From an optimization exercise on the open Yosys and OpenROAD flow, aimed at small area, a short achievable clock period and few clock cycles; shortcuts taken in it are not production practice.
In this exercise RTL edits were held to simulation tests only and were not proved equivalent to the original.

<file path="flow/design.v">
package mp_types;
  typedef enum logic [1:0] {
    PREC_INT8  = 2'b00,
    PREC_FP16  = 2'b01,
    PREC_FP32  = 2'b10
  } prec_e;
  localparam int W_INT8 = 8;
  localparam int W_FP16 = 16;  
  localparam int W_FP32 = 32;  
  localparam int W_ACC_INT8 = 32;  
endpackage
module fp16_mul (
  input  logic [15:0] a,
  input  logic [15:0] b,
  output logic [15:0] y
);
  logic        s;
  logic [4:0]  ea, eb;
  logic        a_max, b_max, a_zero, b_zero, a_nan, b_nan;
  logic [21:0] p;
  logic [10:0] mant;
  logic        g, st, inc, hi;
  logic [11:0] mant_r;
  logic [6:0]  esum;      
  logic [6:0]  efin;
  always_comb begin
    s  = a[15] ^ b[15];
    ea = a[14:10];
    eb = b[14:10];
    a_max  = &ea;
    b_max  = &eb;
    a_zero = ~|ea;
    b_zero = ~|eb;
    a_nan  = a_max & (|a[9:0]);
    b_nan  = b_max & (|b[9:0]);
    p  = {1'b1, a[9:0]} * {1'b1, b[9:0]};
    hi = p[21];
    if (hi) begin
      mant = p[21:11]; g = p[10]; st = |p[9:0];
    end else begin
      mant = p[20:10]; g = p[9];  st = |p[8:0];
    end
    inc    = g & (st | mant[0]);
    mant_r = {1'b0, mant} + {11'b0, inc};
    esum = {2'b00, ea} + {2'b00, eb} + {6'b0, hi};
    efin = esum + {6'b0, mant_r[11]};
    if (a_nan || b_nan || (a_max && b_zero) || (a_zero && b_max))
      y = 16'h7e00;
    else if (a_max || b_max)
      y = {s, 5'h1f, 10'h0};
    else if (a_zero || b_zero || esum < 7'd16)
      y = {s, 15'h0};
    else if (efin >= 7'd46)
      y = {s, 5'h1f, 10'h0};
    else
      y = {s, 5'(efin - 7'd15), mant_r[9:0]};
  end
endmodule
module fp16_add_align (
  input  logic [15:0] a,
  input  logic [15:0] b,
  output logic [23:0] r
);
  logic        swap, sx, sy;
  logic [14:0] mx_w, my_w;
  logic [4:0]  ex, ey, d;
  logic        ax_max, ay_max, a_zero, b_zero, y_zero, x_zero;
  logic        a_nan, b_nan, a_inf, b_inf, nan, inf, zs;
  logic [13:0] mx, my, my_sh;
  logic        sticky;
  logic [14:0] sum;
  always_comb begin
    a_zero = ~|a[14:10];
    b_zero = ~|b[14:10];
    a_nan  = (&a[14:10]) & (|a[9:0]);
    b_nan  = (&b[14:10]) & (|b[9:0]);
    a_inf  = (&a[14:10]) & ~(|a[9:0]);
    b_inf  = (&b[14:10]) & ~(|b[9:0]);
    nan    = a_nan | b_nan | (a_inf & b_inf & (a[15] ^ b[15]));
    inf    = a_inf | b_inf;
    zs     = a_zero & b_zero & a[15] & b[15];
    swap = b[14:0] > a[14:0];
    if (swap) begin
      sx = b[15]; ex = b[14:10]; mx = {~b_zero, b[9:0], 3'b000};
      sy = a[15]; ey = a[14:10]; my = {~a_zero, a[9:0], 3'b000};
    end else begin
      sx = a[15]; ex = a[14:10]; mx = {~a_zero, a[9:0], 3'b000};
      sy = b[15]; ey = b[14:10]; my = {~b_zero, b[9:0], 3'b000};
    end
    y_zero = ~|ey;
    if (y_zero) my = 14'h0;
    d = ex - ey;
    if (d >= 5'd14) begin
      my_sh  = 14'h0;
      sticky = |my;
    end else begin
      my_sh  = my >> d;
      sticky = ((my_sh << d) != my);
    end
    my_sh[0] = my_sh[0] | sticky;
    if (sx == sy) sum = {1'b0, mx} + {1'b0, my_sh};
    else          sum = {1'b0, mx} - {1'b0, my_sh};
    r = {nan, inf, zs, sx, ex, sum};
  end
endmodule
module fp16_add_norm (
  input  logic [23:0] r,
  output logic [15:0] y
);
  logic        nan, inf, zs, sx;
  logic [4:0]  ex;
  logic [14:0] sum;
  logic [13:0] n;
  logic [3:0]  lz;
  logic [10:0] mant;
  logic        g, st, inc, uf;
  logic [11:0] mant_r;
  logic [5:0]  e;
  always_comb begin
    {nan, inf, zs, sx, ex, sum} = r;
    lz = 4'd0;
    for (int q = 0; q <= 13; q++)
      if (sum[q]) lz = 4'(13 - q);
    if (sum[14]) begin
      n  = {sum[14:2], sum[1] | sum[0]};
      e  = {1'b0, ex} + 6'd1;
      uf = 1'b0;
    end else begin
      n  = sum[13:0] << lz;
      e  = {1'b0, ex} - {2'b00, lz};
      uf = {1'b0, lz} >= ex;
    end
    mant   = n[13:3];
    g      = n[2];
    st     = n[1] | n[0];
    inc    = g & (st | mant[0]);
    mant_r = {1'b0, mant} + {11'b0, inc};
    e      = e + {5'b0, mant_r[11]};
    if (nan)
      y = 16'h7e00;
    else if (inf)
      y = {sx, 5'h1f, 10'h0};
    else if (sum == 15'h0)
      y = {zs, 15'h0};
    else if (uf)
      y = {sx, 15'h0};
    else if (e >= 6'd31)
      y = {sx, 5'h1f, 10'h0};
    else
      y = {sx, e[4:0], mant_r[9:0]};
  end
endmodule
module gemm_controller (
  input  logic        clk,
  input  logic        rstn,
  input  logic        start,
  input  logic [15:0] M, K, Ncols,
  output logic        done,
  output logic [13:0] addr_A,
  input  logic [31:0] data_A,
  output logic [13:0] addr_B,
  input  logic [31:0] data_B,
  output logic [13:0] addr_C,
  output logic [31:0] data_C,
  output logic        we_C
);
  logic [14:0] n_q;
  logic [13:0] k_q;
  logic        busy, pre, ph, gnew;
  logic [14:0] kl;                  
  logic [13:0] alt_A, alt_B;        
  logic [13:0] col, row_base;       
  logic [14:0] rows_left;
  logic        more;                
  logic        e0_last, e1_last, s1_valid;
  logic        f0_v, f0_k0, f0_kl, f0_fin;
  logic        f1_k0, f1_wr, f1_fin;
  logic        f2_k0, f2_wr, f2_fin;
  logic        f3_k0, f3_wr, f3_fin;
  logic        f4_wr, f4_fin;
  logic [15:0] op_a, op_b, prod, acc, prod_c, acc_c, acc_in;
  logic [23:0] mid, mid_c;
  logic        col_end, it_last, k_is1;
  assign col_end = ({1'b0, col} + 15'd1) == n_q;
  assign it_last = col_end && (rows_left == 15'd1);
  assign k_is1   = (K == 16'd1);
  always_ff @(posedge clk) begin
    n_q <= Ncols[14:0];
    k_q <= K[13:0];
    alt_A <= addr_A + 14'd1;
    alt_B <= addr_B + n_q[13:0];
  end
  always_ff @(posedge clk) begin
    if (!rstn) begin
      busy <= 1'b0; pre <= 1'b0;
      f0_v <= 1'b0; f0_k0 <= 1'b0; f0_kl <= 1'b0; f0_fin <= 1'b0;
      addr_A <= '0; addr_B <= '0;
    end else if (!busy) begin
      f0_v <= 1'b0; f0_fin <= 1'b0;
      rows_left <= M[14:0];
      if (start) begin
        busy <= 1'b1; pre <= 1'b1;
        ph <= 1'b0; gnew <= 1'b1; more <= 1'b1;
        col <= '0; row_base <= '0;
      end
    end else if (pre) begin
      pre <= 1'b0;
    end else if (!ph) begin
      ph <= 1'b1;
      if (gnew) begin
        if (!more) begin
          busy <= 1'b0;
          f0_v <= 1'b0; f0_fin <= 1'b0;
        end else begin
          gnew <= 1'b0;
          addr_A <= row_base; addr_B <= col;
          kl <= K[14:0];
          f0_v <= 1'b1; f0_k0 <= 1'b1; f0_kl <= k_is1; f0_fin <= k_is1 & it_last;
          e0_last <= it_last;
          if (col_end) begin
            col <= '0; row_base <= row_base + k_q;
            rows_left <= rows_left - 15'd1;
            if (rows_left == 15'd1) more <= 1'b0;
          end else
            col <= col + 14'd1;
        end
      end else begin
        addr_A <= alt_A; addr_B <= alt_B;
        kl <= kl - 15'd1;
        f0_v <= 1'b1; f0_k0 <= 1'b0; f0_kl <= (kl == 15'd2); f0_fin <= (kl == 15'd2) & e0_last;
      end
    end else begin
      ph <= 1'b0;
      if (f0_kl) gnew <= 1'b1;
      if (f0_k0) begin
        addr_A <= row_base; addr_B <= col;
        s1_valid <= more;
        e1_last  <= more & it_last;
        f0_v     <= more;
        f0_fin   <= f0_kl & more & it_last;
        if (more) begin
          if (col_end) begin
            col <= '0; row_base <= row_base + k_q;
            rows_left <= rows_left - 15'd1;
            if (rows_left == 15'd1) more <= 1'b0;
          end else
            col <= col + 14'd1;
        end
      end else begin
        addr_A <= alt_A; addr_B <= alt_B;
        f0_v   <= s1_valid;
        f0_fin <= f0_kl & e1_last;
      end
    end
  end
  always_ff @(posedge clk) begin
    if (!rstn) begin
      f1_wr <= 1'b0; f1_fin <= 1'b0; f2_wr <= 1'b0; f2_fin <= 1'b0;
      f3_wr <= 1'b0; f3_fin <= 1'b0; f4_wr <= 1'b0; f4_fin <= 1'b0;
      we_C <= 1'b0; done <= 1'b0;
    end else begin
      f1_wr <= f0_v & f0_kl; f1_fin <= f0_fin;
      f2_wr <= f1_wr;        f2_fin <= f1_fin;
      f3_wr <= f2_wr;        f3_fin <= f2_fin;
      f4_wr <= f3_wr;        f4_fin <= f3_fin;
      we_C  <= f4_wr;        done   <= f4_fin;
    end
  end
  always_ff @(posedge clk) begin
    f1_k0 <= f0_k0; f2_k0 <= f1_k0; f3_k0 <= f2_k0;
  end
  always_ff @(posedge clk) begin
    if (!rstn || done) addr_C <= '0;
    else if (we_C)     addr_C <= addr_C + 14'd1;
  end
  fp16_mul u_mul (.a(op_a), .b(op_b), .y(prod_c));
  assign acc_in = f3_k0 ? 16'h0000 : acc;
  fp16_add_align u_al (.a(acc_in), .b(prod), .r(mid_c));
  fp16_add_norm  u_nr (.r(mid), .y(acc_c));
  always_ff @(posedge clk) begin
    op_a <= data_A[15:0];
    op_b <= data_B[15:0];
    prod <= prod_c;
    mid  <= mid_c;
    acc  <= acc_c;
  end
  assign data_C = {16'h0000, acc};
endmodule
</file>
<file path="flow/run.sh">
#!/bin/bash
# synth_recipe.tcl (not shown) runs the flow's synth.tcl, then flattens the netlist and writes it again
# the make line also repeats each setting of config.mk as NAME=value (left out here)
make -C /OpenROAD-flow-scripts/flow DESIGN_CONFIG=/design/flow/config.mk WORK_HOME=/design/flow/orfs CLKGATE_MAP_FILE= SYNTH_SCRIPT=/design/flow/synth_recipe.tcl finish
</file>
<file path="flow/config.mk">
export PLATFORM = sky130hd
export DESIGN_NAME = gemm_controller
export DESIGN_NICKNAME = gemm_controller
export VERILOG_FILES = /design/flow/design.v
export SDC_FILE = /design/flow/constraint.sdc
export NUM_CORES = 4
export LEC_CHECK = 0
export CAP_MARGIN = 20
export CORE_MARGIN = 2
export CORE_UTILIZATION = 40
export PLACE_DENSITY = 0.6
export SLEW_MARGIN = 20
</file>
<file path="flow/constraint.sdc">
create_clock -name core_clock -period 30.0 [get_ports {clk}]
set_input_delay 6.0000 -clock core_clock [delete_from_list [all_inputs] [get_ports {clk}]]
set_output_delay 6.0000 -clock core_clock [all_outputs]
set_load 0.01 [all_outputs]
</file>
==> flow_metrics.py <==
metrics = {
    "synth": {
        "synthTopCellsByArea": "dfxtp_1 (21%), edfxtp_1 (9.7%), ha_1 (8.8%)",
        "synth_top_flop_cell": "dfxtp_1",
        "synth_cells": 2256,
        "synth_top_area_share": 0.208,
        "yosysSeqAreaShare": 0.305,
        "async_reset_ff_frac": 0,
        "synth_cell_types": 95,
        "synth.avg_cell_area_um2": 8.79,
        "synth_seq_cells": 270,
        "synth_area_um2": 19800,
        "yosysWarnings": 4,
        "synth_edf_count": 64,
        "synth.largest_area_cell": "dfxtp_1",
    },
    "grt": {
        "antenna_found_initial": 1,
        "grt_usage": 0.194,
        "grt_start_max_net_pins": 57,
        "grt_pass1_vias": 15900,
        "overflow": 0,
        "grt_pass1_wl_um": 81200,
    },
    "setup_path": {
        "cp_common_cell": "a21oi_1",
        "start_kind": "flop",
        "critPathMaxFanout": 23,
        "crit_path_end_kind": "flop",
        "worstPathArrival_ps": 10210,
        "critPathKind": "flop to flop",
        "slowest_delay_ps": 730,
        "crit_slowest_cell": "ha_1",
        "required_ps": 30480,
    },
    "sta": {
        "fin_crit_ps": 9730,
        "setup_tns_ps": 0,
        "hold_viol_final": 0,
        "post-route-period-util": 0.324,
        "drv_slew": 0,
        "worst_pin_slew_ps": 1050,
        "whs_ps": 328,
        "setup-violations-final": 0,
        "rsz0062_at_grt": "false",
        "fmax_ghz": 0.103,
        "slew_headroom": 0.296,
        "skew_ps": 22.6,
    },
    "cells_and_area": {
        "fin_cells": 3050,
        "multi_input_area_um2": 12700,
        "syn_to_final_growth_pct": 15.6,
        "nets": 2697,
        "drive_above_1_share": 0.0562,
        "regArea_um2": 6050,
        "fillCellCount": 4686,
    },
    "drt": {
        "drcViolationCount": 0,
        "wire_per_inst_um": 16.3,
        "drt-total-wl_um": 49700,
        "drt_iter0_drc": 930,
        "ant_nets": 0,
        "drt-pass1-iter-count": 5,
        "vias": 16100,
        "via_per_inst": 5.28,
    },
    "die": {
        "rows": 81,
        "core_area_um2": 49000,
        "initial_utilization": 0.405,
        "die_y_um": 227,
        "fp.dieW_um": 227,
        "io_pins": 191,
        "die_area_um2": 51400,
    },
    "cts": {
        "clock_latency_ps": 550,
        "clkTransAtPathRegs_ps": 60,
        "post_cts_resize_count": 0,
        "post-cts-setup-buffers": 0,
        "cts.sinks": 270,
        "clockRootBuffer": "clkbuf_16",
        "cts_hold_buf": 0,
        "cts.htree.levels": 2,
        "cts_buffer_depth": 3,
        "cts_buffers": 34,
        "cts_tree": "yes",
    },
    "placement": {
        "dp.cells": 2985,
        "place_hpwl_um": 37400,
        "gp_congestion": 0.911,
        "port_buffers": 140,
    },
    "run": {
        "cap_viol_max_count": 0,
    },
    "min_path": {
        "hp-class": "flop to flop",
    },
    "outcome": {
        "status": "no timing/DRC/antenna violations",
    },
}
placed cells by master (no fill, tap or decap), types with 7 or more instances in the layout:
cell,Yosys,layout
nor2_1,226,225
dfxtp_1,206,206
nand2_1,194,194
inv_1,169,169
ha_1,140,140
clkdlybuf4s50_1,0,140
a21oi_1,131,130
xnor2_1,120,120
o21ai_0,100,100
fa_1,85,85
and2_1,70,70
mux2i_1,66,65
edfxtp_1,64,64
nor3_1,53,53
xor2_1,52,52
nand3_1,50,50
a211oi_1,45,45
clkbuf_16,0,35
and3_1,33,33
nor2b_1,28,28
nor4_1,25,25
o21bai_1,20,20
nand2b_1,18,18
or3_1,18,18
buf_4,18,17
conb_1,1,16
a21o_1,15,15
a31oi_1,15,15
nand4_1,15,15
o211ai_1,12,12
mux2_2,12,12
a22oi_1,11,11
mux4_2,11,11
nor3b_1,11,11
o31ai_1,9,9
or2_2,9,9
clkinv_2,0,9
o21a_1,8,8
o22ai_1,7,7
cell usage after synthesis (25+ instances only):
master,count
ha_1,140
a211oi_1,45
nor3_1,53
and2_1,70
xnor2_1,120
inv_1,169
o21ai_0,100
nand2_1,194
clkbuf_1,80
nand3_1,50
and3_1,33
nor2b_1,28
nor2_1,226
edfxtp_1,64
xor2_1,52
dfxtp_1,206
nor4_1,25
a21oi_1,131
fa_1,85
mux2i_1,66
worst paths after layout:
| path | slack [ps] | from | cells after the start | endpoint |
|---|---|---|---|---|
| max | 20270 | f3_k0$_DFF_P_ | 35 | mid[14]$_DFF_P_ |
| min reg2reg | 330 | f2_k0$_DFF_P_ | 0 | f3_k0$_DFF_P_ |
| max reg2reg | 20270 | f3_k0$_DFF_P_ | 35 | mid[14]$_DFF_P_ |
| min | 330 | f2_k0$_DFF_P_ | 0 | f3_k0$_DFF_P_ |
cell families (layout without fill, tap and decap cells):
logic type / after synthesis / in the layout / share of synthesized area
AND/OR/NAND/NOR: 780 / 780 / 0.192
AO/OA/AOI/OAI: 436 / 436 / 0.142
other: 1 / 19 / 0.000189
XOR/XNOR: 172 / 172 / 0.0760
adder cells (fa/ha/maj): 225 / 225 / 0.174
multiplexers: 90 / 90 / 0.0533
buffers and inverters: 282 / 394 / 0.0575
flip-flops: 270 / 270 / 0.305
stage by stage:
step                instance area (um2)  setup WS, ps  utilization
detailed placement                21800         20400        0.445
global route                      22900         19560        0.468
global placement                  21800         20510        0.445
CTS                               22900         20380        0.468
finish                            22900         20270        0.468
floorplan                         19900         21750            -
registers in the layout, summed over array words and instances, names as in the netlist, 14 cells and up:
| signal | flops |
|---|---|
| mid | 24 |
| acc | 16 |
| op_a | 16 |
| op_b | 16 |
| prod | 16 |
| kl | 15 |
| n_q | 15 |
| rows_left | 15 |
| addr_A | 14 |
| addr_B | 14 |
| addr_C | 14 |
| alt_A | 14 |
| alt_B | 14 |
| col | 14 |
| k_q | 14 |
| row_base | 14 |
layout make-up:
| type | count | share of cell area |
|---|---|---|
| Sequential cell | 270 | 0.264 |
| Clock buffer | 41 | 0.0409 |
| Tap cell | 664 | 0.0363 |
| Clock inverter | 21 | 0.00819 |
| Timing Repair Buffer | 157 | 0.0667 |
| Inverter | 175 | 0.0287 |
| Antenna cell | 3 | 0.000328 |
| Multi-Input combinational cell | 1719 | 0.555 |
per-layer routing:
layer | GRT usage | up-vias | part of all wire
li1 | - | 8000 | -
met1 | 0.263 | 7670 | 0.47
met2 | 0.322 | 365 | 0.47
met3 | 0.0228 | 66 | 0.040
met4 | 0.0641 | 0 | 0.021
met5 | 0 | - | 0
worst max-delay path, delay by kind of cell (launching register included):
family / cells / cell delay, ps
AND/OR/NAND/NOR: 5 / 1120
AO/OA/AOI/OAI: 19 / 4360
buffers and inverters: 3 / 590
flip-flops: 1 / 480
multiplexers: 2 / 1070
XOR/XNOR: 2 / 390
adder cells (fa/ha/maj): 4 / 1610
Testbench counts, summed over its fixed seeds: cycles 68,853.

## static timing again, ports no longer ideal
Ports are ideal in the flow. The routed layout listed here was re-timed in OpenROAD.
Step 1: set_driving_cell puts a clkbuf_16 on clk and a buf_2 on each other input, an assumption about the parent block.
Step 2 also shifts input and output timing later by t, the mid clock arrival at the registers, as if the neighbouring blocks saw the same clock.
a / b / c = ideal ports / drivers / drivers and shift; a / b = the first two.
t (ns): 0.601
setup WS [ns]: 20.272 / 20.272 / 20.272
worst hold slack (ns): 0.328 / 0.328 / 0.328
worst data-port slew with drivers (ns): 0.12
pins driven straight from the clock port: 1
After both steps this run still meets setup and hold. The setup slack of this run moves by 0.000 ns with the drivers and by 0.000 ns with both steps.
